Source: an optimization exercise on an open RTL-to-GDS flow (aim: small area). Production flows keep margins and buffers that such runs may drop.
Function was checked by simulation only, so behaviour that the tests miss may differ from the original.
Power figures rest on the tool's default switching activity, not on a simulated workload.

==> inputs of try-nickel <==
Design HitTheMouse, start of the top module:
module HitTheMouse(mclk, rst, btn, led, fpgabtn, OutBlue, OutGreen, OutRed, HS, VS, soundwave, bgm);
  input mclk;
  wire mclk;
  input rst;
  wire rst;
  input [7:0] btn;
  wire [7:0] btn;
  output [7:0] led;
  reg [7:0] led;
  input [3:0] fpgabtn;
  wire [3:0] fpgabtn;
  output OutBlue;
  wire OutBlue;
  output OutGreen;
  wire OutGreen;
  output OutRed;
  wire OutRed;
  output HS;
  wire HS;
  output VS;
  wire VS;
  output soundwave;
  reg soundwave;
  output bgm;
  reg bgm;
  wire _0000_;
  wire _0001_;
  wire _0002_;
  wire _0003_;
  wire _0004_;
  wire _0005_;
  wire _0006_;
  wire _0007_;
  wire _0008_;
  wire _0009_;
  wire _0010_;
  wire _0011_;
  wire _0012_;
  wire _0013_;
  wire _0014_;
  wire _0015_;
  wire _0016_;
  wire _0017_;
  wire _0018_;
  wire _0019_;
  wire _0020_;
  wire _0021_;
  wire _0022_;
  wire _0023_;
  wire _0024_;
  wire _0025_;
  wire _0026_;
  wire _0027_;
  wire _0028_;
  wire _0029_;
  wire _0030_;
  wire _0031_;
  wire _0032_;
  wire _0033_;
  wire _0034_;
  wire _0035_;
  wire _0036_;
  wire _0037_;
  wire _0038_;
  wire _0039_;
  wire _0040_;
  wire _0041_;
  wire _0042_;
  wire _0043_;
  wire _0044_;
  wire _0045_;
  wire _0046_;
  wire _0047_;
  wire _0048_;
  wire _0049_;
  wire _0050_;
  wire _0051_;
  wire _0052_;
  wire _0053_;
  wire _0054_;
  wire _0055_;
  wire _0056_;
  wire _0057_;
  wire _0058_;
  wire _0059_;
  wire _0060_;
  wire _0061_;
  wire _0062_;
  wire _0063_;
  wire _0064_;
  wire _0065_;
  wire _0066_;
  wire _0067_;
  wire _0068_;
  wire _0069_;
  wire _0070_;
  wire _0071_;
  wire _0072_;
  wire _0073_;
  wire _0074_;
  wire _0075_;
  wire _0076_;
  wire _0077_;
  wire _0078_;
  wire _0079_;
  wire _0080_;
  wire _0081_;
  wire _0082_;
  wire _0083_;
  wire _0084_;
  wire _0085_;
  wire _0086_;
  wire _0087_;
  wire _0088_;
  wire _0089_;
  wire _0090_;
  wire _0091_;
  wire _0092_;
  wire _0093_;
  wire _0094_;
  wire _0095_;
  wire _0096_;
  wire _0097_;
  wire _0098_;
  wire _0099_;
  wire _0100_;
  wire _0101_;
  wire _0102_;
  wire _0103_;
  wire _0104_;
  wire _0105_;
  wire _0106_;
  wire _0107_;
  wire _0108_;
  wire _0109_;
  wire _0110_;
  wire _0111_;
  ...
export LEC_CHECK = 0
export ABC_AREA = 1
export CAP_MARGIN = 20
export CORE_MARGIN = 2
export CORE_UTILIZATION = 70
export CTS_BUF_LIST = sky130_fd_sc_hd__clkbuf_16 sky130_fd_sc_hd__clkbuf_8 sky130_fd_sc_hd__clkbuf_4
export CTS_CLUSTER_DIAMETER = 100
export CTS_CLUSTER_SIZE = 30
export SLEW_MARGIN = 20
create_clock -name core_clock -period 60.0 [get_ports {mclk}]
standard.sh (not shown) runs the stock make flow with config.mk's settings and CLKGATE_MAP_FILE= SYNTH_SCRIPT=/design/flow/synth_recipe.tcl, a recipe that flattens the netlist after the stock synthesis.
==> flow/flow/run.sh <==
#!/bin/bash
# Own layout flow: the standard synthesis; then the logic between its registers is
# mapped again for area (ABC: deepsyn, then the area-oriented mapper amap), keeping every
# register as the standard synthesis made it; then the standard layout steps.
set -euo pipefail
R=orfs/results/${FLOW_PLATFORM}/HitTheMouse/base
bash standard.sh synth > synth.log 2>&1
cp $R/1_2_yosys.v $R/1_2_yosys_standard.v
export REMAP_LIB=${FLOW_HOME}/platforms/${FLOW_PLATFORM}/lib/sky130_fd_sc_hd__tt_025C_1v80.lib
export REMAP_MAPLIB=$PWD/remap.lib
export REMAP_SCRIPT=$PWD/flow/remap.abc
export REMAP_IN=$PWD/$R/1_2_yosys_standard.v
export REMAP_OUT=$PWD/$R/1_2_yosys.v
python3 flow/filterlib.py $REMAP_LIB $REMAP_MAPLIB > filterlib.log 2>&1
${FLOW_HOME}/../tools/install/yosys/bin/yosys -c flow/remap.tcl > remap.log 2>&1
bash standard.sh BUFFER_PORTS_ARGS="-buffer_cell sky130_fd_sc_hd__buf_1" finish > layout.log 2>&1
==> flow/flow/filterlib.py <==
# Writes a copy of a Liberty file that keeps only plain logic cells, for the remapping step:
# usage: python3 filterlib.py IN.lib OUT.lib
import re, sys
KEEP = re.compile(r'sky130_fd_sc_hd__(a\d|o\d|and\d|or\d|nand\d|nor\d|xor\d|xnor\d|inv_|mux2|mux4|maj3|buf_1$)')
DROP = re.compile(r'lpflow|probe|clk|dly')
src = open(sys.argv[1]).read()
out = []
pos = 0
kept = dropped = 0
for m in re.finditer(r'\n\s*cell\s*\(\s*"?([\w]+)"?\s*\)\s*\{', src):
    if m.start() < pos:
        continue
    # find the end of this cell group
    depth = 0
    i = m.end() - 1
    while True:
        c = src[i]
        if c == '{':
            depth += 1
        elif c == '}':
            depth -= 1
            if depth == 0:
                break
        i += 1
    name = m.group(1)
    out.append(src[pos:m.start()])
    if KEEP.match(name) and not DROP.search(name):
        out.append(src[m.start():i + 1])
        kept += 1
    else:
        dropped += 1
    pos = i + 1
out.append(src[pos:])
open(sys.argv[2], 'w').write(''.join(out))
print('kept %d cells, dropped %d' % (kept, dropped))
==> flow/flow/remap.abc <==
strash
&get -n
&deepsyn -T 120 -S 1
&put
dch
amap
==> flow/flow/remap.tcl <==
# Maps the logic between the registers of the standard synthesis again, for area.
# The registers (their cells, instance names and output nets) are kept as they are.
# Environment: REMAP_IN, REMAP_OUT (netlists), REMAP_LIB (the platform's Liberty file),
# REMAP_MAPLIB (the cells to map to), REMAP_SCRIPT (ABC script), FLOW_TOP.
set f [open $::env(REMAP_IN)]
set text [read $f]
close $f
# sequential cell types used in the netlist
set seq {}
foreach {m t} [regexp -all -inline {(sky130_fd_sc_hd__(?:e?s?df|dl|sedf)[a-z0-9_]*)\s} $text] {
  if {[lsearch $seq $t] < 0} { lappend seq $t }
}
puts "sequential cells: $seq"
yosys read_liberty -ignore_miss_func -ignore_miss_dir $::env(REMAP_LIB)
yosys read_verilog $::env(REMAP_IN)
yosys hierarchy -top $::env(FLOW_TOP)
set sel {}
foreach t $seq {
  yosys setattr -mod -set blackbox 1 $t
  lappend sel t:$t %d
}
# hidden names for the cells that are flattened, so that nets keep their original names
yosys rename -hide t:sky130_fd_sc_hd__* {*}$sel
yosys flatten
yosys hierarchy -top $::env(FLOW_TOP)
# the platform's cells as black boxes, so that the mapped cells have known ports
yosys read_liberty -lib -ignore_redef -ignore_miss_func -ignore_miss_dir $::env(REMAP_LIB)
yosys opt_clean
yosys stat
yosys abc -liberty $::env(REMAP_MAPLIB) -script $::env(REMAP_SCRIPT)
yosys setundef -zero
yosys splitnets
yosys opt_clean -purge
yosys hilomap -singleton -hicell sky130_fd_sc_hd__conb_1 HI -locell sky130_fd_sc_hd__conb_1 LO
yosys insbuf -buf sky130_fd_sc_hd__buf_4 A X
yosys opt_clean -purge
yosys check -assert
yosys stat -liberty $::env(REMAP_LIB)
yosys write_verilog -noattr -noexpr -nohex -nodec $::env(REMAP_OUT)
==> inputs of try-pepper, as changes to try-nickel <==
==> flow/run.sh (new file) <==
#!/bin/bash
# synth_recipe.tcl (not shown) runs the flow's synth.tcl, then flattens the netlist and writes it again
# the make line also repeats each setting of config.mk as NAME=value (left out here)
make -C /OpenROAD-flow-scripts/flow DESIGN_CONFIG=/design/flow/config.mk WORK_HOME=/design/flow/orfs CLKGATE_MAP_FILE= SYNTH_SCRIPT=/design/flow/synth_recipe.tcl finish
==> flow/config.mk (replaced) <==
export PLATFORM = sky130hd
export DESIGN_NAME = HitTheMouse
export DESIGN_NICKNAME = HitTheMouse
export VERILOG_FILES = /design/flow/design.v
export SDC_FILE = /design/flow/constraint.sdc
export NUM_CORES = 8
export LEC_CHECK = 0
export ABC_AREA = 1
export CAP_MARGIN = 20
export CORE_MARGIN = 2
export CORE_UTILIZATION = 60
export SLEW_MARGIN = 20
removed: flow/flow/run.sh
removed: flow/flow/filterlib.py
removed: flow/flow/remap.abc
removed: flow/flow/remap.tcl
removed: flow/standard.sh
==> qor.csv <==
stage,metric,value,unit
run_status,outcome,finished clean,
layout,multi_input_gates,1251,
critical_path,crit_chain,inv_1 -> nor2_1 -> nand2_1 -> o22ai_1 -> nor2_1 -> o21ai_0 -> nor2_1 -> o311ai_0 -> inv_1 -> a21oi_1 -> nor2_1 -> nor2_1 -> o21ai_0 -> a21oi_1 -> a31oi_1 -> nor4_1 -> nor3_1 -> o21ai_0 -> nand2_1 -> o21a_1 -> o22ai_1 -> nor2_1 -> o21ai_0 -> buf_1,
pwr,p_sw,66.20,uW
drt,wl_met2,15690,um
layout,nClkBuffers,16,
grt,grt_max_degree,37,
critical_path,worst_path_max_delay_cell,o311ai_0,
synth,netlist_area,12510,um^2
(the above is from try-nickel)
==> qor.csv <==
stage,metric,value,unit
grt,grt_max_degree,52,
synth,netlist_area,14120,um^2
layout,nClkBuffers,38,
synth,synthTopCellsByArea,"dfxtp_1, nand2_1, inv_1",
pwr,p_sw,78.96,uW
critical_path,worst_path_max_delay_cell,dfxtp_1,
layout,multi_input_gates,1388,
drt,vias_per_cell,5.596,
critical_path,crit_chain,clkinv_1 -> ha_1 -> inv_1 -> o211ai_1 -> o21ai_1 -> inv_1 -> o21ai_1 -> nand3_1 -> nand2_1 -> inv_1 -> nand3_1 -> nand2_1 -> o21ai_0 -> nand2_1 -> o21ai_0 -> nand2_1 -> nand3_1 -> nand2_1 -> nand2_1 -> nand3_1 -> nand2_1 -> nand2_1 -> clkdlybuf4s50_1,
run_status,outcome,finished clean,
timing,fin_ws,43.38,ns
drt,wl_met2,16520,um
layout,drive_gt1_frac,0.06302,
(the above is from try-pepper)

## separate check: timing with driven ports
The results above use ideal ports. As a check the final layouts listed here were re-extracted and re-timed, cells and wires unchanged.
Step 1 sets driving cells, clkbuf_16 on the clock port and buf_2 on the other inputs (assumed; they add their load-dependent delay and slew).
Step 2, shift: input delay + t, output delay - t, t = (earliest + latest rising clock arrival at the registers) / 2. This alone moves slack from input paths to output paths.
Slacks: ideal / step 1 / step 2; pairs: ideal / step 1.
run	t, ns	setup slack, ns	hold slack, ns	clock arrival spread, ns
try-nickel	0.528	42.450 / 42.405 / 42.933	0.336 / 0.336 / 0.336	0.022 / 0.022
try-pepper	0.592	43.384 / 43.335 / 43.927	0.326 / 0.326 / 0.326	0.016 / 0.016
After both steps every run listed still meets setup and hold.
